This design comes from an exercise in tuning for small area on the open sky130 flow, not from production work.
Only simulation tests tie the RTL to the original design; equivalence was not proved.
Power is estimated from default activity; no workload was simulated.

**config.mk**
```make
export PLATFORM = sky130hd
export DESIGN_NAME = usart_top
export DESIGN_NICKNAME = usart_top
export VERILOG_FILES = /design/flow/design.v
export SDC_FILE = /design/flow/constraint.sdc
export NUM_CORES = 4
export LEC_CHECK = 0
export CAP_MARGIN = 20
export CORE_MARGIN = 2
export CORE_UTILIZATION = 60
export CTS_BUF_LIST = sky130_fd_sc_hd__clkbuf_4 sky130_fd_sc_hd__clkbuf_8
export CTS_CLUSTER_DIAMETER = 100
export CTS_CLUSTER_SIZE = 40
export PLACE_DENSITY = 0.7
export SLEW_MARGIN = 20
```
**constraint.sdc**
```tcl
create_clock -name core_clock -period 8.0 [get_ports {i_fosk}]
set_input_delay 1.6000 -clock core_clock [delete_from_list [all_inputs] [get_ports {i_fosk}]]
set_output_delay 1.6000 -clock core_clock [all_outputs]
set_load 0.01 [all_outputs]
```
**design.v**
```verilog
`timescale 1ns/1ps
module FIFO(i_fosk, i_rst_n, i_shr, i_ready, i_w_addr, i_mpcm, i_mpcm_addr,
            o_shr_empty_set, o_udr, o_RX8, o_FE, o_PE, o_RXC);
input         i_fosk;
input         i_rst_n;
input  [10:0] i_shr;
input         i_ready;
input         i_w_addr;      
input         i_mpcm;
input         i_mpcm_addr;
output        o_shr_empty_set;
output [7:0]  o_udr;
output        o_RX8;
output        o_FE;
output        o_PE;
output        o_RXC;
reg        w_addr, r_addr, rxc;
reg        v1, v2;
reg [10:0] udr1, udr2;
wire accept  = i_ready & (~i_mpcm | i_mpcm_addr);
wire udr1_we = ~v1 & ~w_addr & accept;
wire udr2_we = ~v2 &  w_addr & accept;
always @(posedge i_fosk, negedge i_rst_n)
    if (!i_rst_n) begin
        w_addr <= 1'b0;
        r_addr <= 1'b1;
        rxc <= 1'b0;
        v1 <= 1'b0; v2 <= 1'b0;
        udr1 <= 11'h000; udr2 <= 11'h000;
    end else begin
        if (udr1_we | udr2_we)
            w_addr <= ~w_addr;
        if (i_w_addr)
            r_addr <= ~r_addr;
        rxc <= (v1 | v2) & ~i_w_addr;
        if (udr1_we) begin
            udr1 <= i_shr; v1 <= 1'b1;
        end else if (i_w_addr & r_addr)
            v1 <= 1'b0;
        if (udr2_we) begin
            udr2 <= i_shr; v2 <= 1'b1;
        end else if (i_w_addr & ~r_addr)
            v2 <= 1'b0;
    end
wire [10:0] data = r_addr ? udr1 : udr2;
assign o_udr  = data[7:0];
assign o_RX8  = data[8];
assign o_FE   = data[9];
assign o_PE   = data[10];
assign o_RXC  = rxc;
assign o_shr_empty_set = udr1_we | udr2_we;
endmodule
`timescale 1ns/1ps
module FSM_receiver(i_fosk, i_rst_n, i_RXEN, i_rxclk, i_ucsz, i_upm1, i_umsel, i_det_start,
                    i_next_state, i_state_count, i_empty, o_fsm_empty_rst, o_fsm_start,
                    o_fsm_parity, o_fsm_stop, o_fsm_data, o_dor, o_sh_reg_i_r,
                    o_dor_disable);
input        i_fosk;
input        i_rst_n;
input        i_RXEN;
input        i_rxclk;
input  [2:0] i_ucsz;
input        i_upm1;
input        i_umsel;
input        i_det_start;
input        i_next_state;
input  [3:0] i_state_count;
input        i_empty;
output reg   o_fsm_empty_rst;
output       o_fsm_start;
output       o_fsm_parity;
output       o_fsm_stop;
output       o_fsm_data;
output       o_dor;
output       o_sh_reg_i_r;
output reg   o_dor_disable;
localparam IDLE = 3'd0, START_0Z = 3'd1, START_0 = 3'd2, DATA = 3'd3, DATA_DOR = 3'd4,
           PARITY = 3'd5, STOP = 3'd6, START_1 = 3'd7;
reg [2:0] state, next_state;
reg       empty_rst;
reg       b_sh_reg_i_r, trans_r;
reg [3:0] last_data;
wire en       = i_umsel ? i_rxclk : i_next_state;
wire in_data  = (state == DATA) | (state == DATA_DOR);
wire in_stop  = i_RXEN & (state == STOP);
always @* begin
    case (i_ucsz)
        3'b000:  last_data = 4'd6;
        3'b001:  last_data = 4'd7;
        3'b010:  last_data = 4'd8;
        3'b011:  last_data = 4'd9;
        3'b111:  last_data = 4'd10;
        default: last_data = 4'd0;
    endcase
end
always @* begin
    next_state = state;
    empty_rst = 1'b0;
    if (!i_RXEN)
        next_state = IDLE;
    else case (state)
        IDLE:     next_state = START_0Z;
        START_0Z,
        START_0:  next_state = (i_det_start & i_empty) ? DATA : START_0;
        DATA,
        DATA_DOR: next_state = (i_state_count == last_data) ? (i_upm1 ? PARITY : STOP) : DATA;
        PARITY:   next_state = STOP;
        STOP:     begin next_state = START_1; empty_rst = ~i_umsel & o_dor_disable; end
        START_1:  begin
                      empty_rst = i_umsel & trans_r & o_dor_disable;
                      if (i_det_start) next_state = i_empty ? DATA : DATA_DOR;
                  end
    endcase
end
always @(posedge i_fosk, negedge i_rst_n)
    if (!i_rst_n) begin
        state <= IDLE;
        o_fsm_empty_rst <= 1'b0;
        o_dor_disable <= 1'b1;
        b_sh_reg_i_r <= 1'b1;
        trans_r <= 1'b1;
    end else begin
        b_sh_reg_i_r <= in_stop;
        if (i_RXEN & in_data & (i_state_count != last_data))
            trans_r <= 1'b1;
        else if (in_stop & ~i_umsel)
            trans_r <= 1'b0;
        if ((state == IDLE & i_RXEN) | en)
            state <= next_state;
        if (en)
            o_fsm_empty_rst <= empty_rst;
        if (en & (state == START_1))
            o_dor_disable <= ~(i_RXEN & i_det_start & ~i_empty);
    end
assign o_sh_reg_i_r = b_sh_reg_i_r & ~in_stop;
assign o_fsm_start  = (state == START_0) | (state == START_1);
assign o_fsm_data   = in_data;
assign o_fsm_parity = (state == PARITY);
assign o_fsm_stop   = (state == STOP);
assign o_dor        = (state == DATA_DOR);
endmodule
`timescale 1ns / 1ps
module FSM_transmitter(i_fosk, i_rst_n, i_TXEN, i_txclk, i_udre, i_ucsz, i_usbs, i_upm1,
                       o_start, o_data, o_parity, o_txc_p);
input        i_fosk;
input        i_rst_n;
input        i_TXEN;
input        i_txclk;
input        i_udre;
input  [2:0] i_ucsz;
input        i_usbs;
input        i_upm1;
output       o_start;
output       o_data;
output       o_parity;
output reg   o_txc_p;      
localparam IDLE = 4'd0, START = 4'd1, DATA_0 = 4'd2, DATA_1 = 4'd3, DATA_2 = 4'd4,
           DATA_3 = 4'd5, DATA_4 = 4'd6, DATA_5 = 4'd7, DATA_6 = 4'd8, DATA_7 = 4'd9,
           DATA_8 = 4'd10, PARITY = 4'd11, STOP_1 = 4'd12, STOP_2 = 4'd13;
reg [3:0] state, next_state;
reg       done;
wire [3:0] end_data = i_upm1 ? PARITY : STOP_1;
always @* begin
    next_state = state;
    done = 1'b0;
    case (state)
        IDLE:   if (!i_udre & i_TXEN) next_state = START;
        START:  next_state = (i_ucsz == 3'd4 || i_ucsz == 3'd5 || i_ucsz == 3'd6) ? end_data : DATA_0;
        DATA_0: next_state = DATA_1;
        DATA_1: next_state = DATA_2;
        DATA_2: next_state = DATA_3;
        DATA_3: next_state = DATA_4;
        DATA_4: next_state = (i_ucsz == 3'd0) ? end_data : DATA_5;
        DATA_5: next_state = (i_ucsz == 3'd1) ? end_data : DATA_6;
        DATA_6: next_state = (i_ucsz == 3'd2) ? end_data : DATA_7;
        DATA_7: next_state = (i_ucsz == 3'd3) ? end_data : DATA_8;
        DATA_8: next_state = end_data;
        PARITY: next_state = STOP_1;
        STOP_1: if (i_usbs) next_state = STOP_2;
                else begin next_state = i_udre ? IDLE : START; done = i_udre; end
        STOP_2: begin next_state = i_udre ? IDLE : START; done = i_udre; end
        default: next_state = IDLE;
    endcase
end
always @(posedge i_fosk, negedge i_rst_n)
    if (!i_rst_n) begin
        state <= IDLE;
        o_txc_p <= 1'b0;
    end else begin
        if (i_txclk)
            state <= next_state;
        o_txc_p <= i_txclk & done;
    end
assign o_start  = (state == START);
assign o_data   = (state >= DATA_0) && (state <= DATA_8);
assign o_parity = (state == PARITY);
endmodule
`timescale 1ns / 1ps
module clock_generator(i_fosk, i_rst_n, i_clk, i_UBRR, i_UCPOL, i_U2X, i_DDR_XCK, i_UMSEL,
                       i_ld_ubrrh, i_ld_ubrrl, i_data, o_txclk, o_rxclk, o_clk);
input         i_fosk;
input         i_rst_n;
input         i_clk;
input  [11:0] i_UBRR;
input         i_UCPOL;
input         i_U2X;
input         i_DDR_XCK;
input         i_UMSEL;
input         i_ld_ubrrh;
input         i_ld_ubrrl;
input  [7:0]  i_data;
output        o_txclk;
output        o_rxclk;
output        o_clk;
reg [11:0] counter;
reg [3:0]  mode_counter;
reg        first_flop, second_flop, edge_flop, f_slave;
reg        txclk, rxclk;
wire f_div = ~|counter;
always @(posedge i_fosk, negedge i_rst_n)
    if (!i_rst_n)
        counter <= 12'h000;
    else if (i_ld_ubrrl)
        counter <= {4'h0, i_data};
    else if (i_ld_ubrrh)
        counter <= {i_data[3:0], 8'h00};
    else if (f_div)
        counter <= i_UBRR;
    else
        counter <= counter - 1'b1;
always @(posedge i_fosk, negedge i_rst_n)
    if (!i_rst_n)
        mode_counter <= 4'h0;
    else if (f_div)
        mode_counter <= mode_counter - 1'b1;
always @(posedge i_fosk, negedge i_rst_n)
    if (!i_rst_n) begin
        first_flop <= 1'b0; second_flop <= 1'b0; edge_flop <= 1'b0; f_slave <= 1'b0;
    end else begin
        first_flop  <= i_clk;
        second_flop <= first_flop;
        edge_flop   <= i_UCPOL ? (second_flop & ~first_flop) : (~second_flop & first_flop);
        f_slave     <= edge_flop;
    end
wire f_master = mode_counter[0];
wire f_syn    = i_DDR_XCK ? f_master : f_slave;
wire f_txclk  = i_UMSEL ? f_syn : (i_U2X ? mode_counter[2] : mode_counter[3]);
wire f_rxclk  = i_UMSEL ? f_syn : f_div;
always @(posedge i_fosk, negedge i_rst_n)
    if (!i_rst_n) begin
        txclk <= 1'b0; rxclk <= 1'b0;
    end else begin
        txclk <= f_txclk; rxclk <= f_rxclk;
    end
assign o_txclk = ~txclk & f_txclk;
assign o_rxclk = ~rxclk & f_rxclk;
assign o_clk   = f_master;
endmodule
`timescale 1ns/1ps
module data_path_receiver(i_fosk, i_rst_n, i_RxD, i_rxclk, i_umsel, i_upm0, i_u2x, i_ucsz,
                          i_shr_empty_set, i_fsm_empty_rst, i_fsm_start, i_fsm_parity,
                          i_fsm_stop, i_fsm_data, i_dor_disable, i_sh_reg_i_r,
                          o_det_start, o_next_state, o_state_count, o_empty, o_shr_data,
                          o_mpcm_addr);
input         i_fosk;
input         i_rst_n;
input         i_RxD;
input         i_rxclk;
input         i_umsel;
input         i_upm0;
input         i_u2x;
input  [2:0]  i_ucsz;
input         i_shr_empty_set;
input         i_fsm_empty_rst;
input         i_fsm_start;
input         i_fsm_parity;
input         i_fsm_stop;
input         i_fsm_data;
input         i_dor_disable;
input         i_sh_reg_i_r;
output        o_det_start;
output        o_next_state;
output [3:0]  o_state_count;
output        o_empty;
output [10:0] o_shr_data;
output        o_mpcm_addr;
reg        fsm_empty_rst, empty, det_start, mpcm_addr;
reg [9:0]  sh_reg_i;
reg [7:0]  counter;
reg        next_state;
reg        parity_r;
reg [10:0] sh_reg_r;
reg        help;
always @(posedge i_fosk, negedge i_rst_n)
    if (!i_rst_n) begin
        empty <= 1'b1;
        fsm_empty_rst <= 1'b0;
    end else begin
        fsm_empty_rst <= i_fsm_empty_rst;
        empty <= ~(i_fsm_empty_rst & ~fsm_empty_rst) & (i_shr_empty_set | empty);
    end
always @(posedge i_fosk, negedge i_rst_n)
    if (!i_rst_n)
        sh_reg_i <= 10'h3FF;
    else if (~i_umsel & i_sh_reg_i_r)
        sh_reg_i <= 10'h3FF;
    else if (i_umsel | i_rxclk)
        sh_reg_i <= {i_RxD, sh_reg_i[9:1]};
wire data_in_a = (sh_reg_i[9] & sh_reg_i[8]) | (sh_reg_i[9] & sh_reg_i[7]) | (sh_reg_i[8] & sh_reg_i[7]);
wire data_in   = i_umsel ? sh_reg_i[2] : data_in_a;
wire det_start_d = ~(i_umsel ? sh_reg_i[2] : (data_in_a | (i_u2x ? sh_reg_i[4] : sh_reg_i[0])));
always @(posedge i_fosk, negedge i_rst_n)
    if (!i_rst_n)
        det_start <= 1'b0;
    else
        det_start <= det_start_d;
always @(posedge i_fosk, negedge i_rst_n)
    if (!i_rst_n)
        counter <= 8'h00;
    else if (~i_umsel & ~det_start & det_start_d & i_fsm_start)
        counter <= i_u2x ? 8'd7 : 8'd11;
    else if (i_umsel & i_fsm_start & det_start)
        counter <= 8'd2;
    else if (i_rxclk)
        counter <= counter + 1'b1;
wire [3:0] state_count = i_umsel ? counter[3:0] : (i_u2x ? counter[6:3] : counter[7:4]);
always @(posedge i_fosk, negedge i_rst_n)
    if (!i_rst_n)
        next_state <= 1'b0;
    else
        next_state <= state_count[0];
wire shr_count_we = i_umsel | (i_u2x ? (counter[2:0] == 3'd6) : (counter[3:0] == 4'd10));
always @(posedge i_fosk, negedge i_rst_n)
    if (!i_rst_n)
        parity_r <= 1'b0;
    else if (i_rxclk) begin
        if (i_fsm_start)
            parity_r <= i_upm0;
        else if (shr_count_we)
            parity_r <= parity_r ^ data_in;
    end
wire shift = i_rxclk & shr_count_we & i_fsm_data & i_dor_disable;
always @(posedge i_fosk, negedge i_rst_n)
    if (!i_rst_n) begin
        sh_reg_r <= 11'h000;
        mpcm_addr <= 1'b0;
        help <= 1'b0;
    end else begin
        if (shift) begin
            if (help)
                sh_reg_r[10:8] <= 3'b000;
            help <= 1'b0;
            sh_reg_r[7:0] <= sh_reg_r[8:1];
            case (i_ucsz)
                3'b000: sh_reg_r[4] <= data_in;
                3'b001: sh_reg_r[5] <= data_in;
                3'b010: sh_reg_r[6] <= data_in;
                3'b011: sh_reg_r[7] <= data_in;
                3'b111: sh_reg_r[8] <= data_in;
                default: sh_reg_r <= 11'h000;
            endcase
            mpcm_addr <= data_in;
        end else if (i_rxclk & i_fsm_start)
            help <= 1'b1;
        if (i_rxclk & i_fsm_stop & shr_count_we & i_dor_disable)
            sh_reg_r[9] <= ~data_in;
        if (i_rxclk & i_fsm_parity & i_dor_disable)
            sh_reg_r[10] <= i_umsel ? (parity_r ^ data_in) : parity_r;
    end
assign o_det_start   = det_start;
assign o_empty       = empty;
assign o_next_state  = next_state ^ state_count[0];
assign o_state_count = state_count;
assign o_shr_data    = sh_reg_r;
assign o_mpcm_addr   = mpcm_addr;
endmodule
`timescale 1ns / 1ps
module data_path_transmitter(i_fosk, i_rst_n, i_txclk, i_we_udr_tr, i_tx, i_tx8, i_UPM0,
                             i_start, i_data, i_parity, o_TxD, o_udre);
input       i_fosk;
input       i_rst_n;
input       i_txclk;
input       i_we_udr_tr;
input [7:0] i_tx;
input       i_tx8;
input       i_UPM0;
input       i_start;      
input       i_data;       
input       i_parity;     
output reg  o_TxD;
output reg  o_udre;
reg [8:0] tx_data;
reg       parity_bit;
always @(posedge i_fosk, negedge i_rst_n)
    if (!i_rst_n)
        o_udre <= 1'b1;
    else if (o_udre)
        o_udre <= ~i_we_udr_tr;
    else if (i_txclk)
        o_udre <= i_start;
always @(posedge i_fosk)
    if (i_txclk) begin
        tx_data    <= i_start ? {i_tx8, i_tx} : {1'b0, tx_data[8:1]};
        parity_bit <= i_start ? i_UPM0 : (parity_bit ^ tx_data[0]);
    end
always @(posedge i_fosk, negedge i_rst_n)
    if (!i_rst_n)
        o_TxD <= 1'b1;
    else if (i_txclk)
        o_TxD <= i_parity ? parity_bit : (i_data ? tx_data[0] : ~i_start);
endmodule
`timescale 1ns/1ps
module receiver(i_fosk, i_rst_n, i_RXEN, i_RxD, i_rxclk, i_ucsz, i_upm, i_umsel, i_u2x,
                i_rd, i_mpcm, o_dor, o_udr, o_RX8, o_FE, o_PE, o_RXC);
input        i_fosk;
input        i_rst_n;
input        i_RXEN;
input        i_RxD;
input        i_rxclk;
input  [2:0] i_ucsz;
input  [1:0] i_upm;
input        i_umsel;
input        i_u2x;
input        i_rd;         
input        i_mpcm;
output reg   o_dor;
output [7:0] o_udr;
output       o_RX8;
output       o_FE;
output       o_PE;
output       o_RXC;
wire        det_start, next_state, empty, shr_empty_set, mpcm_addr;
wire [3:0]  state_count;
wire [10:0] shr_data;
wire        fsm_empty_rst, fsm_start, fsm_parity, fsm_stop, fsm_data, fsm_dor;
wire        dor_disable, sh_reg_i_r;
FSM_receiver u_fsm(.i_fosk(i_fosk), .i_rst_n(i_rst_n), .i_RXEN(i_RXEN), .i_rxclk(i_rxclk),
    .i_ucsz(i_ucsz), .i_upm1(i_upm[1]), .i_umsel(i_umsel), .i_det_start(det_start),
    .i_next_state(next_state), .i_state_count(state_count), .i_empty(empty),
    .o_fsm_empty_rst(fsm_empty_rst), .o_fsm_start(fsm_start), .o_fsm_parity(fsm_parity),
    .o_fsm_stop(fsm_stop), .o_fsm_data(fsm_data), .o_dor(fsm_dor),
    .o_sh_reg_i_r(sh_reg_i_r), .o_dor_disable(dor_disable));
data_path_receiver u_dp(.i_fosk(i_fosk), .i_rst_n(i_rst_n), .i_RxD(i_RxD), .i_rxclk(i_rxclk),
    .i_umsel(i_umsel), .i_upm0(i_upm[0]), .i_u2x(i_u2x), .i_ucsz(i_ucsz),
    .i_shr_empty_set(shr_empty_set), .i_fsm_empty_rst(fsm_empty_rst),
    .i_fsm_start(fsm_start), .i_fsm_parity(fsm_parity), .i_fsm_stop(fsm_stop),
    .i_fsm_data(fsm_data), .i_dor_disable(dor_disable), .i_sh_reg_i_r(sh_reg_i_r),
    .o_det_start(det_start), .o_next_state(next_state), .o_state_count(state_count),
    .o_empty(empty), .o_shr_data(shr_data), .o_mpcm_addr(mpcm_addr));
FIFO u_fifo(.i_fosk(i_fosk), .i_rst_n(i_rst_n), .i_shr(shr_data), .i_ready(~empty),
    .i_w_addr(i_rd), .i_mpcm(i_mpcm), .i_mpcm_addr(mpcm_addr),
    .o_shr_empty_set(shr_empty_set), .o_udr(o_udr), .o_RX8(o_RX8), .o_FE(o_FE),
    .o_PE(o_PE), .o_RXC(o_RXC));
always @(posedge i_fosk, negedge i_rst_n)
    if (!i_rst_n)
        o_dor <= 1'b0;
    else
        o_dor <= ~shr_empty_set & (o_dor | fsm_dor);
endmodule
`timescale 1ns / 1ps
module registers(i_fosk, i_rst_n, i_addr, i_word, i_we, i_udre, i_dor, i_udr_rc, i_rx8,
                 i_fe, i_pe, i_rxc, i_txc_p, o_word, o_ubrr, o_ucpol, o_u2x, o_umsel,
                 o_ld_ubrrh, o_ld_ubrrl, o_txen, o_ucsz, o_usbs, o_upm, o_we_udr_tr,
                 o_udr_tr, o_tx8, o_rxen, o_rd_udr, o_mpcm);
input         i_fosk;
input         i_rst_n;
input  [7:0]  i_addr;
input  [7:0]  i_word;
input         i_we;
input         i_udre;
input         i_dor;
input  [7:0]  i_udr_rc;
input         i_rx8;
input         i_fe;
input         i_pe;
input         i_rxc;
input         i_txc_p;       
output reg [7:0] o_word;
output [11:0] o_ubrr;
output        o_ucpol;
output        o_u2x;
output        o_umsel;
output        o_ld_ubrrh;    
output        o_ld_ubrrl;    
output        o_txen;
output [2:0]  o_ucsz;
output        o_usbs;
output [1:0]  o_upm;
output        o_we_udr_tr;
output [7:0]  o_udr_tr;
output        o_tx8;
output        o_rxen;
output        o_rd_udr;
output        o_mpcm;
wire hi0 = ~|i_addr[7:3];
wire a0 = hi0 & (i_addr[2:0] == 3'd0);
wire a1 = hi0 & (i_addr[2:0] == 3'd1);
wire a2 = hi0 & (i_addr[2:0] == 3'd2);
wire a3 = hi0 & (i_addr[2:0] == 3'd3);
wire a4 = hi0 & (i_addr[2:0] == 3'd4);
reg       sel;
reg [7:0] udr_tr;
reg       txc, u2x, mpcm;
reg       rxcie, txcie, udrie, rxen, txen, ucsz2, tx8;
reg       ursel, umsel, usbs, ucpol;
reg [1:0] upm, ucsz;
reg [3:0] ubrrh;
reg [7:0] ubrrl;
assign o_we_udr_tr = a0 & i_we & i_udre & txen;
always @(posedge i_fosk)
    if (o_we_udr_tr)
        udr_tr <= i_word;
always @(posedge i_fosk, negedge i_rst_n) begin
    if (!i_rst_n) begin
        txc <= 1'b0; u2x <= 1'b0; mpcm <= 1'b0;
        rxcie <= 1'b0; txcie <= 1'b0; udrie <= 1'b0; rxen <= 1'b0; txen <= 1'b0;
        ucsz2 <= 1'b0; tx8 <= 1'b0;
        ursel <= 1'b0; umsel <= 1'b0; upm <= 2'b00; usbs <= 1'b0; ucsz <= 2'b00;
        ucpol <= 1'b0;
        ubrrh <= 4'h0; ubrrl <= 8'h00;
    end else begin
        if (a1 & i_we) begin
            txc <= i_word[6]; u2x <= i_word[1]; mpcm <= i_word[0];
        end else
            txc <= (i_txc_p | txc) & i_udre;
        if (a2 & i_we) begin
            rxcie <= i_word[7]; txcie <= i_word[6]; udrie <= i_word[5];
            rxen <= i_word[4]; txen <= i_word[3]; ucsz2 <= i_word[2]; tx8 <= i_word[0];
        end
        if (a3 & i_we & i_word[7]) begin
            ursel <= 1'b1; umsel <= i_word[6]; upm <= i_word[5:4]; usbs <= i_word[3];
            ucsz <= i_word[2:1]; ucpol <= i_word[0];
        end
        if (a3 & i_we & ~i_word[7])
            ubrrh <= i_word[3:0];
        if (a4 & i_we)
            ubrrl <= i_word;
    end
end
always @(posedge i_fosk, negedge i_rst_n)
    if (!i_rst_n)
        sel <= 1'b0;
    else
        sel <= a4 & ~sel;
always @* begin
    o_word = 8'h00;
    if (a0) o_word = i_udr_rc;
    if (a1) o_word = {i_rxc, txc, i_udre, i_fe, i_dor, i_pe, u2x, mpcm};
    if (a2) o_word = {rxcie, txcie, udrie, rxen, txen, ucsz2, i_rx8, tx8};
    if (a3) o_word = sel ? {ursel, umsel, upm, usbs, ucsz, ucpol} : {4'h0, ubrrh};
    if (a4) o_word = ubrrl;
end
assign o_ubrr     = {ubrrh, ubrrl};
assign o_ucpol    = ucpol;
assign o_u2x      = u2x;
assign o_umsel    = umsel;
assign o_ld_ubrrh = a3 & ~i_word[7];
assign o_ld_ubrrl = a4;
assign o_txen     = txen;
assign o_ucsz     = {ucsz2, ucsz};
assign o_usbs     = usbs;
assign o_upm      = upm;
assign o_udr_tr   = udr_tr;
assign o_tx8      = tx8;
assign o_rxen     = rxen;
assign o_rd_udr   = a0 & ~i_we;
assign o_mpcm     = mpcm;
endmodule
`timescale 1ns / 1ps
module transmitter(i_fosk, i_rst_n, i_TXEN, i_txclk, i_ucsz, i_usbs, i_upm, i_we_udr_tr,
                   i_udr, i_tx8, o_TxD, o_udre, o_txc_p);
input        i_fosk;
input        i_rst_n;
input        i_TXEN;
input        i_txclk;
input  [2:0] i_ucsz;
input        i_usbs;
input  [1:0] i_upm;
input        i_we_udr_tr;
input  [7:0] i_udr;
input        i_tx8;
output       o_TxD;
output       o_udre;
output       o_txc_p;
wire st_start, st_data, st_parity;
FSM_transmitter u_fsm(.i_fosk(i_fosk), .i_rst_n(i_rst_n), .i_TXEN(i_TXEN),
    .i_txclk(i_txclk), .i_udre(o_udre), .i_ucsz(i_ucsz), .i_usbs(i_usbs),
    .i_upm1(i_upm[1]), .o_start(st_start), .o_data(st_data), .o_parity(st_parity),
    .o_txc_p(o_txc_p));
data_path_transmitter u_dp(.i_fosk(i_fosk), .i_rst_n(i_rst_n), .i_txclk(i_txclk),
    .i_we_udr_tr(i_we_udr_tr), .i_tx(i_udr), .i_tx8(i_tx8), .i_UPM0(i_upm[0]),
    .i_start(st_start), .i_data(st_data), .i_parity(st_parity),
    .o_TxD(o_TxD), .o_udre(o_udre));
endmodule
`timescale 1ns / 1ps
module usart_top(i_fosk, i_rst_n, i_clk, i_rxd, i_addr, i_word, i_we, i_DDR_XCL,
                 o_word, o_clk, o_txd);
input         i_fosk;
input         i_rst_n;
input         i_clk;
input         i_rxd;
input  [7:0]  i_addr;
input  [7:0]  i_word;
input         i_we;
input         i_DDR_XCL;
output [7:0]  o_word;
output        o_clk;
output        o_txd;
wire        udre, dor, rx8, fe, pe, rxc, txc_p;
wire [7:0]  udr_rc;
wire [11:0] ubrr;
wire        ucpol, u2x, umsel, ld_ubrrh, ld_ubrrl, txen, usbs, rxen, mpcm, tx8;
wire [2:0]  ucsz;
wire [1:0]  upm;
wire        we_udr_tr, rd_udr;
wire [7:0]  udr_tr;
wire        txclk, rxclk;
registers u_regs(.i_fosk(i_fosk), .i_rst_n(i_rst_n), .i_addr(i_addr), .i_word(i_word),
    .i_we(i_we), .i_udre(udre), .i_dor(dor), .i_udr_rc(udr_rc), .i_rx8(rx8), .i_fe(fe),
    .i_pe(pe), .i_rxc(rxc), .i_txc_p(txc_p), .o_word(o_word), .o_ubrr(ubrr),
    .o_ucpol(ucpol), .o_u2x(u2x), .o_umsel(umsel), .o_ld_ubrrh(ld_ubrrh),
    .o_ld_ubrrl(ld_ubrrl), .o_txen(txen), .o_ucsz(ucsz), .o_usbs(usbs), .o_upm(upm),
    .o_we_udr_tr(we_udr_tr), .o_udr_tr(udr_tr), .o_tx8(tx8), .o_rxen(rxen),
    .o_rd_udr(rd_udr), .o_mpcm(mpcm));
clock_generator u_clk(.i_fosk(i_fosk), .i_rst_n(i_rst_n), .i_clk(i_clk), .i_UBRR(ubrr),
    .i_UCPOL(ucpol), .i_U2X(u2x), .i_DDR_XCK(i_DDR_XCL), .i_UMSEL(umsel),
    .i_ld_ubrrh(ld_ubrrh), .i_ld_ubrrl(ld_ubrrl), .i_data(i_word),
    .o_txclk(txclk), .o_rxclk(rxclk), .o_clk(o_clk));
transmitter u_tx(.i_fosk(i_fosk), .i_rst_n(i_rst_n), .i_TXEN(txen), .i_txclk(txclk),
    .i_ucsz(ucsz), .i_usbs(usbs), .i_upm(upm), .i_we_udr_tr(we_udr_tr), .i_udr(udr_tr),
    .i_tx8(tx8), .o_TxD(o_txd), .o_udre(udre), .o_txc_p(txc_p));
receiver u_rx(.i_fosk(i_fosk), .i_rst_n(i_rst_n), .i_RXEN(rxen), .i_RxD(i_rxd),
    .i_rxclk(rxclk), .i_ucsz(ucsz), .i_upm(upm), .i_umsel(umsel), .i_u2x(u2x),
    .i_rd(rd_udr), .i_mpcm(mpcm), .o_dor(dor), .o_udr(udr_rc), .o_RX8(rx8),
    .o_FE(fe), .o_PE(pe), .o_RXC(rxc));
endmodule
```
**run.sh**
```bash
#!/bin/bash
# synth_recipe.tcl (not shown) runs the flow's synth.tcl, then flattens the netlist and writes it again
# the make line also repeats each setting of config.mk as NAME=value (left out here)
make -C /OpenROAD-flow-scripts/flow DESIGN_CONFIG=/design/flow/config.mk WORK_HOME=/design/flow/orfs CLKGATE_MAP_FILE= SYNTH_SCRIPT=/design/flow/synth_recipe.tcl finish
```
==> results of run 1 <==
[routing by layer]
layer / vias to the layer above / share of wire (%) / global-route usage [%]
li1: 2665 / - / -
met1: 2792 / 44 / 36.2
met2: 136 / 50 / 45.6
met3: 32 / 4.0 / 4.88
met4: 0 / 2.5 / 11.8
met5: - / 0 / 0
[kinds of logic (layout without fill, tap and decap cells)]
| logic type | count (synthesis) | in the layout | synth area share [%] |
|---|---|---|---|
| xor+xnor | 22 | 22 | 2.54 |
| compound gates | 186 | 186 | 16.0 |
| fa+ha+maj | 4 | 4 | 0.660 |
| simple gates | 225 | 225 | 15.0 |
| mux | 79 | 79 | 12.0 |
| buf+inv | 61 | 86 | 3.19 |
| flops | 149 | 149 | 50.7 |
[stage by stage]
step	cell area [um^2]	power, uW	util, %
after floorplan	7580	1340	-
after global placement	7970	1450	63.9
after detailed placement	7970	1470	63.9
after CTS	8350	2020	66.9
after global routing	8360	2130	67.1
final	8360	2010	67.1
[how the worst max path moves through the flow]
stage	from	end	slack, ns	cells after the start
2_1_floorplan	i_addr[4]	o_word[4]	3.24	6
3_3_place_gp	i_addr[0]	o_word[7]	1.88	7
3_5_place_dp	i_addr[0]	o_word[7]	1.71	7
4_1_cts	i_addr[0]	o_word[7]	1.71	7
5_1_grt	i_addr[0]	o_word[6]	1.44	7
6_report	i_addr[0]	o_word[7]	1.68	7
[synth_stat cells (all sizes together) (3+ instances only)]
library cell,n
dfrtp,114
and3,9
inv,20
nand4,11
ha,4
nor2b,8
xor2,8
nor4,5
mux2,61
dfstp,17
a22oi,9
nand3,15
nand2,68
clkbuf,35
o211ai,8
edfxtp,18
o21ai,63
a21o,5
mux2i,16
o31ai,7
a31oi,6
and2,6
buf,6
a21oi,36
a211oi,5
a22o,10
o22a,14
nand3b,3
nand2b,10
o22ai,3
xnor2,14
or3,5
nor2,54
nor3,19
[area by class of cell]
cell class | instances | area (um^2)
clock buffers | 21 | 270
clock inverters | 11 | 108
fillers | 991 | 4100
inverters | 20 | 75.1
multi-input cells | 516 | 3520
flip-flops and latches | 149 | 3840
well taps | 172 | 215
repair buffers | 34 | 334
[state kept, by name, summed over array words and instances (netlist names), 4 cells and up]
name                flops
u_regs.udr_tr           8
u_regs.ubrrl            8
u_rx.u_fifo.udr1       11
u_tx.u_fsm.state        4
u_regs.ubrrh            4
u_tx.u_dp.tx_data       9
u_clk.counter          12
u_rx.u_fifo.udr2       11
u_rx.u_dp.sh_reg_r     11
u_clk.mode_counter      4
u_rx.u_dp.sh_reg_i     10
u_rx.u_dp.counter       8
[power groups by stage]
stage | combinational, uW | clock [uW] | sequential [uW]
floorplan | 393 | 0 | 951
global placement | 429 | 0 | 1020
detailed placement | 444 | 0 | 1030
CTS | 447 | 560 | 1010
global route | 505 | 592 | 1030
finish | 447 | 550 | 1020
==> results by group, run 1 <==
Run status
  • Outcome: complete, no violations

Critical path
  • CP bufs+invs: 2
  • Crit Path Class: input pin to primary output
  • Slowest library cell on the worst path: clkdlybuf4s50_1
  • Crit end category: primary output
  • Crit-path cells: clkdlybuf4s50_1, nor2_1, nand2_1, nor3_2, a22oi_1, o21ai_0, clkdlybuf4s50_1
  • FF-to-FF End: u_rx.u_dp.sh_reg_r[9]
  • Worst r2r src: u_clk.counter[0]
  • Most used cell, CP: clkdlybuf4s50_1
  • Worst R2R Setup Slack: 4.34 ns
  • Worst setup SP type: input pin
  • Worst r2r path cells: 9
  • Delay-heaviest family, CP: buffers and inverters
  • Worst-path fanout max: 29
  • Max incr delay on CP: 0.90 ns
  • Critical path required time: 6.40 ns
  • Critical path arrival: 4.72 ns

Synth
  • Avg Cell Area, Syn: 10.4 um^2
  • Synth Flop Type: dfrtp_1
  • Async SR Flop Fraction: 87.9%
  • Mapped Cells: 726
  • Synth area leader: dfrtp_1
  • YS warnings: 8
  • Netlist cell types: 71
  • Top cells by area, synth: dfrtp_1, mux2_2, edfxtp_1
  • Post-synth top area share: 37.6%
  • Sequential share of the synthesized area: 50.7%
  • Synthesized area: 0.00758 mm^2
  • FF+latch count, synth: 149
  • Post-synth EDFFs: 18

Hold path
  • Worst hold path cell count: 0
  • HP Class: flop to flop
  • Worst Hold Launch: u_clk.edge_flop
  • Worst Hold End: u_clk.f_slave

Placement
  • Gpl congestion: 0.838
  • PortBufs: 31
  • Placed cell count: 891
  • HPWL after DPL: 12.3 mm
  • Pre-CTS setup slack: 1.71 ns

Power and ir drop
  • Comb power frac: 22.2%
  • Switching pwr: 661 uW
  • Reg power frac: 50.5%
  • Clock share of power: 27.3%
  • Worst VDD drop: 0.151 mV
  • Switching Fraction: 32.8%
  • P per Cell Area: 241 mW/mm^2
  • Static Leakage: 0.00351 uW
  • Cell Int Power: 1350 uW

Clock network
  • CTS H-tree lvls: 4
  • Maximum clock insertion buffer count: 2
  • Clock Latency Late Sink: 0.45 ns
  • CTS root buffer: clkbuf_8
  • Reg clk slew, reported paths: 0.08 ns
  • TritonCTS clock tree: built
  • CTS Sinks: 149
  • CTS resizes: 0
  • # hold bufs at CTS: 0
  • TritonCTS buffer count: 17
  • Number of setup buffers added after CTS: 0

Global route
  • First-pass GRT wire length: 28.5 mm
  • Largest net degree at the start of global routing: 84
  • All-Layer GR Usage: 27.6%
  • Vias in the first global route: 5,580
  • Initial antenna violation count: 0
  • Grt ovf: 0

Cells and area
  • Most frequent cells in the layout: dfrtp_1, nand2_1, o21ai_0
  • Area growth syn-to-layout: 10.3%
  • Antenna cells: 0
  • Final #Nets: 764
  • Fraction of layout cells with a size suffix above 1: 17.3%
  • Most common cell after layout, fill and taps aside: dfrtp_1
  • Fin cells: 923

Drt
  • Post-DR wirelength/cell: 19.1 um
  • Routed wire length: 17.6 mm
  • Pre-antenna DRT Iters: 5
  • DRC: 0
  • Iteration-0 DRC Markers: 343
  • Antenna viol nets, final: 0
  • Vias: 5,625
  • Via/cell ratio: 6.09

Timing
  • Crit path time final: 6.32 ns
  • Final setup TNS: 0 ns
  • RSZ-0062 raised after global routing: false
  • Max Fclk: 158 MHz
  • Hold Worst Slack: 0.359 ns
  • Final Setup Violations: 0
  • Clock skew: 0.0138 ns
  • Min setup slack post-route: 1.68 ns
  • Endpoints failing hold: 0
  • Slew at the pin closest to its max-slew limit: 0.961 ns
  • Slew headroom: 35.6%
  • Fin crit share: 79.0%
  • Final Max Tran Viols: 0

Die
  • Initial Utilization: 60.8%
  • Die Area: 0.0135 mm^2
  • Die W: 116 um
  • CORE AREA: 0.0125 mm^2
  • IO Count: 32
  • Die H: 116 um
  • Rows: 41

Job
  • Max-capacitance violation count: 0
==> run 2, diff against run 1 <==
==> config.mk (replaced) <==
export PLATFORM = sky130hd
export DESIGN_NAME = usart_top
export DESIGN_NICKNAME = usart_top
export VERILOG_FILES = /design/flow/design.v
export SDC_FILE = /design/flow/constraint.sdc
export NUM_CORES = 4
export LEC_CHECK = 0
export CAP_MARGIN = 20
export CORE_MARGIN = 2
export CORE_UTILIZATION = 40
export PLACE_DENSITY = 0.6
export SLEW_MARGIN = 20
==> run 2 against run 1 <==
Clock-buffer cell count fell by 3. Critical endpoint is now o_word[6]. Register-to-register slack about the same. Total power up 13%. Final cell count rose by 6.7%. Wire length increased by 4.2%. Combinational power hardly changed. Critical path depth stayed put. Synthesized area is the same. Synthesized cell count stayed put. Sequential cell count unchanged. Clock skew decreased by 0.0043 ns. Global-route usage fell by 8.4 points.
==> results by group, run 2 <==
Synth
  • Async SR Flop Fraction: 87.9%
  • Top cells by area, synth: dfrtp_1, mux2_2, edfxtp_1
  • Synthesized area: 0.00758 mm^2
  • Synth Flop Type: dfrtp_1
  • Commonest cells in the netlist: dfrtp_1, nand2_1, o21ai_0, mux2_2, nor2_1
  • Avg Cell Area, Syn: 10.4 um^2
  • FF+latch count, synth: 149
  • Mapped Cells: 726
  • Post-synth EDFFs: 18
  • Post-synth top area share: 37.6%
  • Synth area leader: dfrtp_1
  • Netlist cell types: 71
  • Sequential share of the synthesized area: 50.7%
  • Most common cell in the synthesized netlist: dfrtp_1
  • YS warnings: 8

Critical path
  • Crit Path Class: input pin to primary output
  • Worst setup SP type: input pin
  • Crit-path cells: clkdlybuf4s50_1, or4_4, or3_1, nor3_1, a22oi_1, o21ai_0, clkdlybuf4s50_1
  • Crit end category: primary output
  • Slowest library cell on the worst path: clkdlybuf4s50_1
  • Delay-heaviest family, CP: simple AND/OR/NAND/NOR gates
  • CP bufs+invs: 2
  • Critical path arrival: 4.29 ns
  • Worst-path fanout max: 10
  • Critical path required time: 6.40 ns
  • Most used cell, CP: clkdlybuf4s50_1
  • Max incr delay on CP: 0.56 ns

Power and ir drop
  • Static Leakage: 0.00362 uW
  • Comb power frac: 19.6%
  • P per Cell Area: 263 mW/mm^2
  • Worst VDD drop: 0.176 mV
  • Power consumption: 2280 uW
  • Switching Fraction: 31.1%
  • Clock share of power: 35.7%
  • Cell Int Power: 1570 uW
  • Switching pwr: 710 uW
  • Reg power frac: 44.7%

Timing
  • Slew headroom: 34.8%
  • Clock skew: 0.00954 ns
  • Crit path time final: 5.89 ns
  • Max Fclk: 170 MHz
  • Final Max Tran Viols: 0
  • RSZ-0062 raised after global routing: false
  • Fin crit share: 73.7%
  • Final setup TNS: 0 ns
  • Slew at the pin closest to its max-slew limit: 0.974 ns
  • Final Setup Violations: 0
  • Min setup slack post-route: 2.11 ns
  • Endpoints failing hold: 0

Clock network
  • Clock Latency Late Sink: 0.42 ns
  • CTS resizes: 0
  • Number of setup buffers added after CTS: 0
  • CTS H-tree lvls: 4
  • TritonCTS buffer count: 17
  • Reg clk slew, reported paths: 0.06 ns
  • CTS Sinks: 149
  • TritonCTS clock tree: built
  • Maximum clock insertion buffer count: 2
  • # hold bufs at CTS: 0
  • CTS root buffer: clkbuf_16

Drt
  • DRC: 0
  • Antenna viol nets, final: 0
  • Routed wire length: 18.4 mm
  • Iteration-0 DRC Markers: 415
  • Vias: 5,598
  • Post-DR wirelength/cell: 18.7 um
  • Pre-antenna DRT Iters: 5
  • Via/cell ratio: 5.68

Cells and area
  • Filler cell count: 1,726
  • Final #Nets: 764
  • Most frequent cells in the layout: dfrtp_1, nand2_1, o21ai_0
  • Largest Register: u_clk.counter
  • Fraction of layout cells with a size suffix above 1: 17.3%
  • Area growth syn-to-layout: 14.3%
  • Antenna cells: 0
  • Fin cells: 985
  • Most common cell after layout, fill and taps aside: dfrtp_1
  • Max FFs per register: 12

Run status
  • Outcome: complete, no violations

Placement
  • Pre-CTS setup slack: 2.12 ns
  • HPWL after DPL: 12.7 mm
  • Gpl congestion: 0.845
  • Placed cell count: 953
  • PortBufs: 31

Global route
  • Largest net degree at the start of global routing: 76
  • All-Layer GR Usage: 19.3%
  • GRT met2 Usage: 30.4%
  • Met1 track demand over resource: 26.3%
  • GR peak layer: met2
  • Met3 usage: 3.88%
  • Vias in the first global route: 5,616
  • Grt ovf: 0
  • First-pass GRT wire length: 30.0 mm
  • Initial antenna violation count: 0

Hold path
  • HP Class: flop to flop

Die
  • CORE AREA: 0.0186 mm^2
  • Die W: 142 um
  • Die H: 142 um
  • Die Area: 0.0201 mm^2
  • Rows: 50
  • Initial Utilization: 40.7%
  • IO Count: 32

Job
  • Max-capacitance violation count: 0
run 2: cell types whose count changed in the layout (fill, tap and decap cells not counted), sizes merged:
cell,change
clkbuf,-3
inv,+3
bufinv,+1
clkinv,-1
run 2: kinds of logic after synthesis:
| family | after synthesis | synth area share, % |
|---|---|---|
| AO/OA/AOI/OAI | 186 | 16.0 |
| buffers and inverters | 61 | 3.19 |
| flip-flops | 149 | 50.7 |
| multiplexers | 79 | 12.0 |
| AND/OR/NAND/NOR | 225 | 15.0 |
| adder cells (fa/ha/maj) | 4 | 0.660 |
| XOR/XNOR | 22 | 2.54 |
run 2: power by group through the flow:
stage / Sequential, uW / Combinational (uW) / Clock (uW)
3_5_place_dp: 1030 / 447 / 0
3_3_place_gp: 1020 / 436 / 0
2_1_floorplan: 951 / 393 / 0
6_report: 1020 / 447 / 813
5_1_grt: 1040 / 506 / 858
4_1_cts: 1020 / 449 / 827
run 2: cell type report:
type / count / area, um^2 / area share (%)
clock buffers: 18 / 450 / 5.20
repair buffers: 34 / 334 / 3.86
clock inverters: 14 / 150 / 1.73
inverters: 20 / 75.1 / 0.867
multi-input cells: 516 / 3520 / 40.6
flip-flops and latches: 149 / 3840 / 44.3
well taps: 234 / 293 / 3.38
run 2: metal layers:
layer	wire, um	up-vias
met5	0	-
met4	418	0
met3	643	30
met2	8590	111
met1	8730	2774
li1	-	2683
run 2: worst paths after layout:
check / startpoint / slack [ns] / cells past startpoint / endpoint
setup / recovery: i_addr[4] / 2.11 / 7 / o_word[6]
hold / removal: u_clk.edge_flop / 0.34 / 0 / u_clk.f_slave
setup reg to reg: u_clk.counter[0] / 4.34 / 9 / u_rx.u_dp.sh_reg_r[8]
hold reg to reg: u_clk.edge_flop / 0.34 / 0 / u_clk.f_slave
max in group asynchronous: i_rst_n / 5.52 / 2 / u_clk.mode_counter[0]
min in group asynchronous: i_rst_n / 1.13 / 1 / u_rx.u_dp.parity_r
run 2: through the flow:
step	util [%]	area [um^2]	hold WS (ns)
after floorplan	-	7580	0.331
after global placement	43.2	8050	0.339
after detailed placement	43.2	8050	0.335
after CTS	46.4	8650	0.346
after global routing	46.5	8660	0.366
final	46.5	8660	0.343
==> run 3, diff against run 2 <==
==> flow/run.sh (new file) <==
#!/bin/bash
# Own layout flow: the standard flow (unchanged synthesis) with three
# layout-only changes, set in an extra config file that includes the standard flow's:
#  - remove the buffers ABC inserted, at floorplan (ORFS REMOVE_ABC_BUFFERS)
#  - buffer every port with the smallest buffer, sky130_fd_sc_hd__buf_1
#  - clock tree from clkbuf_8 clusters without dummy loads
set -euo pipefail
W=$(pwd)
{
  echo "include $W/config.mk"
  cat "$W/flow/extra.mk"
} > "$W/own_config.mk"
sed "s#DESIGN_CONFIG=[^ ]*#DESIGN_CONFIG=$W/own_config.mk#" "$W/standard.sh" > "$W/own_standard.sh"
bash "$W/own_standard.sh" > "$W/flow.log" 2>&1
==> flow/extra.mk (new file) <==
export REMOVE_ABC_BUFFERS = 1
export BUFFER_PORTS_ARGS = -buffer_cell sky130_fd_sc_hd__buf_1
export CTS_ARGS = -sink_clustering_enable -repair_clock_nets -dont_use_dummy_load -buf_list sky130_fd_sc_hd__clkbuf_8 -root_buf sky130_fd_sc_hd__clkbuf_8 -sink_clustering_size 30 -sink_clustering_max_diameter 80
==> standard.sh (new file) <==
#!/bin/bash
# synth_recipe.tcl (not shown) runs the flow's synth.tcl, then flattens the netlist and writes it again
# the make line also repeats each setting of config.mk as NAME=value (left out here)
make -C /OpenROAD-flow-scripts/flow DESIGN_CONFIG=/design/flow/config.mk WORK_HOME=/design/flow/orfs CLKGATE_MAP_FILE= SYNTH_SCRIPT=/design/flow/synth_recipe.tcl "${@:-finish}"
--- a/config.mk
+++ b/config.mk
@@ -9,4 +9,4 @@
 export CORE_MARGIN = 2
-export CORE_UTILIZATION = 40
-export PLACE_DENSITY = 0.6
+export CORE_UTILIZATION = 60
+export PLACE_DENSITY = 0.7
 export SLEW_MARGIN = 20
removed: run.sh
==> run 3 against run 2 <==
Via count rose by 0.54%. Total power fell by 18%. Global-route usage rose by 7.2 points. Core utilization rose by 18 points. Sequential cell count did not move. Critical endpoint unchanged. Highest routed layer unchanged.
==> results by group, run 3 <==
Run status
  • Outcome: complete, no violations

Synth
  • Most common cell in the synthesized netlist: dfrtp_1
  • Synth area leader: dfrtp_1
  • Synth Flop Type: dfrtp_1
  • YS warnings: 8
  • Synthesized area: 0.00758 mm^2
  • Netlist cell types: 71
  • Commonest cells in the netlist: dfrtp_1, nand2_1, o21ai_0, mux2_2, nor2_1
  • Async SR Flop Fraction: 87.9%
  • Avg Cell Area, Syn: 10.4 um^2
  • Post-synth EDFFs: 18
  • FF+latch count, synth: 149
  • Post-synth top area share: 37.6%
  • Mapped Cells: 726
  • Top cells by area, synth: dfrtp_1, mux2_2, edfxtp_1
  • Sequential share of the synthesized area: 50.7%

Drt
  • Routed wire length: 16.9 mm
  • Antenna viol nets, final: 0
  • Via/cell ratio: 6.19
  • Post-DR wirelength/cell: 18.6 um
  • DRC: 0
  • Vias: 5,628
  • Iteration-0 DRC Markers: 364
  • Pre-antenna DRT Iters: 4

Critical path
  • Worst r2r src: u_clk.counter[0]
  • Slowest library cell on the worst path: or4_4
  • Crit path depth: 7
  • Crit Path Class: input pin to primary output
  • CP startpoint: i_addr[4]
  • Most used cell, CP: buf_1
  • Worst setup SP type: input pin
  • Critical path arrival: 3.60 ns
  • CP bufs+invs: 2
  • Worst-path fanout max: 10
  • Worst r2r path cells: 9
  • Max incr delay on CP: 0.54 ns
  • Crit end category: primary output
  • Crit-path cells: buf_1, or4_4, or3_1, nor3_1, a22oi_1, o21ai_0, buf_1
  • Critical path required time: 6.40 ns
  • Delay-heaviest family, CP: simple AND/OR/NAND/NOR gates

Clock network
  • TritonCTS buffer count: 17
  • TritonCTS clock tree: built
  • CTS H-tree lvls: 4
  • Number of setup buffers added after CTS: 0
  • CTS root buffer: clkbuf_8
  • Clock Latency Late Sink: 0.45 ns
  • CTS Sinks: 149
  • Reg clk slew, reported paths: 0.07 ns
  • Maximum clock insertion buffer count: 2
  • # hold bufs at CTS: 0
  • CTS resizes: 0

Global route
  • Largest net degree at the start of global routing: 85
  • Grt ovf: 0
  • All-Layer GR Usage: 26.5%
  • Vias in the first global route: 5,328
  • Initial antenna violation count: 0
  • First-pass GRT wire length: 27.1 mm

Die
  • Initial Utilization: 60.8%
  • Die H: 116 um
  • Rows: 41
  • CORE AREA: 0.0125 mm^2
  • Die Area: 0.0135 mm^2
  • IO Count: 32
  • Die W: 116 um

Timing
  • Fin crit share: 64.9%
  • Crit path time final: 5.20 ns
  • RSZ-0062 raised after global routing: false
  • Max Fclk: 192 MHz
  • Clock skew: 0.0251 ns
  • Final Max Tran Viols: 0
  • Final Setup Violations: 0
  • Endpoints failing hold: 0
  • Final setup TNS: 0 ns
  • Slew headroom: 41.2%
  • Slew at the pin closest to its max-slew limit: 0.883 ns

Cells and area
  • Final #Nets: 765
  • Fin cells: 909
  • Most common cell after layout, fill and taps aside: dfrtp_1
  • Fraction of layout cells with a size suffix above 1: 15.7%
  • Most frequent cells in the layout: dfrtp_1, nand2_1, o21ai_0
  • Max FFs per register: 12
  • Largest Register: u_clk.counter
  • Final Cell Area: 0.00804 mm^2
  • Area growth syn-to-layout: 6.06%
  • Antenna cells: 0

Power and ir drop
  • Power consumption: 1870 uW
  • Comb power frac: 23.2%
  • Static Leakage: 0.00337 uW
  • Worst VDD drop: 0.159 mV
  • Clock share of power: 22.6%
  • Reg power frac: 54.2%
  • Cell Int Power: 1260 uW
  • Switching Fraction: 32.5%
  • Switching pwr: 608 uW
  • P per Cell Area: 233 mW/mm^2

Hold path
  • Worst hold path cell count: 0
  • HP Class: flop to flop
  • Worst Hold Launch: u_clk.edge_flop

Placement
  • HPWL after DPL: 11.9 mm
  • Gpl congestion: 0.851
  • Placed cell count: 892
  • Post-Place Cell Area: 0.00779 mm^2
  • PortBufs: 31

Job
  • Max-capacitance violation count: 0
-- run 3: cell counts after synthesis --
No cell type changed its count.
-- run 3: power groups by stage --
stage / sequential [uW] / combinational (uW) / clock (uW)
2_1_floorplan: 990 / 333 / 0
4_1_cts: 1010 / 436 / 435
6_report: 1020 / 434 / 423
3_5_place_dp: 1030 / 432 / 0
5_1_grt: 1030 / 492 / 464
3_3_place_gp: 1020 / 417 / 0
-- run 3: path summary, 6_finish.rpt --
kind                       slack, ns               endpoint
setup / recovery                2.80              o_word[6]
hold / removal                  0.35          u_clk.f_slave
setup reg to reg                4.49  u_rx.u_dp.sh_reg_r[9]
hold reg to reg                 0.35          u_clk.f_slave
max in group asynchronous       5.59         u_rx.u_fifo.v1
min in group asynchronous       1.23       u_clk.counter[2]
-- run 3: cells by family after synthesis --
kind of cell / after synthesis / share of synthesized area, %
AO/OA/AOI/OAI: 186 / 16.0
XOR/XNOR: 22 / 2.54
adder cells (fa/ha/maj): 4 / 0.660
buffers and inverters: 61 / 3.19
flip-flops: 149 / 50.7
multiplexers: 79 / 12.0
AND/OR/NAND/NOR: 225 / 15.0
-- run 3: cell type report --
| cell class | instances | area [um^2] |
|---|---|---|
| fill | 1052 | 4430 |
| sequential | 149 | 3840 |
| multi-input combinational | 516 | 3520 |
| clock buffer | 17 | 234 |
| tap | 172 | 215 |
| timing repair buffer | 35 | 154 |
| inverter | 20 | 75.1 |
-- run 3: metal layers --
metal	global-route usage, %	vias up	share of wire (%)	wire [um]
li1	-	2650	-	-
met4	9.92	0	2.1	361
met5	0	-	0	0
met2	42.6	154	49	8350
met3	5.09	25	4.3	727
met1	35.9	2799	44	7480
-- run 3: metrics by stage --
| stage | hold WS, ns | worst slack [ns] | util (%) |
|---|---|---|---|
| after floorplan | 0.331 | 3.08 | - |
| after global placement | 0.333 | 2.89 | 62.5 |
| after detailed placement | 0.339 | 2.81 | 62.5 |
| after CTS | 0.351 | 2.81 | 64.3 |
| after global routing | 0.358 | 2.68 | 64.5 |
| final | 0.349 | 2.80 | 64.5 |

==> re-timing with driven ports <==
Ports are ideal in the flow. The routed layouts listed here were re-timed in OpenROAD.
Step 1 (the two cells are an assumption about what drives the block):
set clk [get_ports {i_fosk}]
set_driving_cell -lib_cell sky130_fd_sc_hd__clkbuf_16 $clk
set_driving_cell -lib_cell sky130_fd_sc_hd__buf_2 [delete_from_list [all_inputs] $clk]
Step 2 moves the port delays by t, midway between the first and last clock arrival at a register: inputs arrive t later, outputs are due t later. That takes back most of the time a late clock gives input paths.
a / b / c = no drivers / after step 1 / after step 2; a / b = the first two.
| run | t, ns | slack for setup (ns) | cell pins on the clock port's net |
|---|---|---|---|
| run 1 | 0.478 | 1.682 / 1.660 / 1.660 | 1 |
| run 2 | 0.466 | 2.107 / 2.072 / 2.072 | 1 |
| run 3 | 0.476 | 2.804 / 2.781 / 2.781 | 1 |
After both steps setup and hold are still met in every run listed. The setup slack of run 2, which loses most, moves by -0.035 ns with the drivers and by -0.035 ns with both steps.
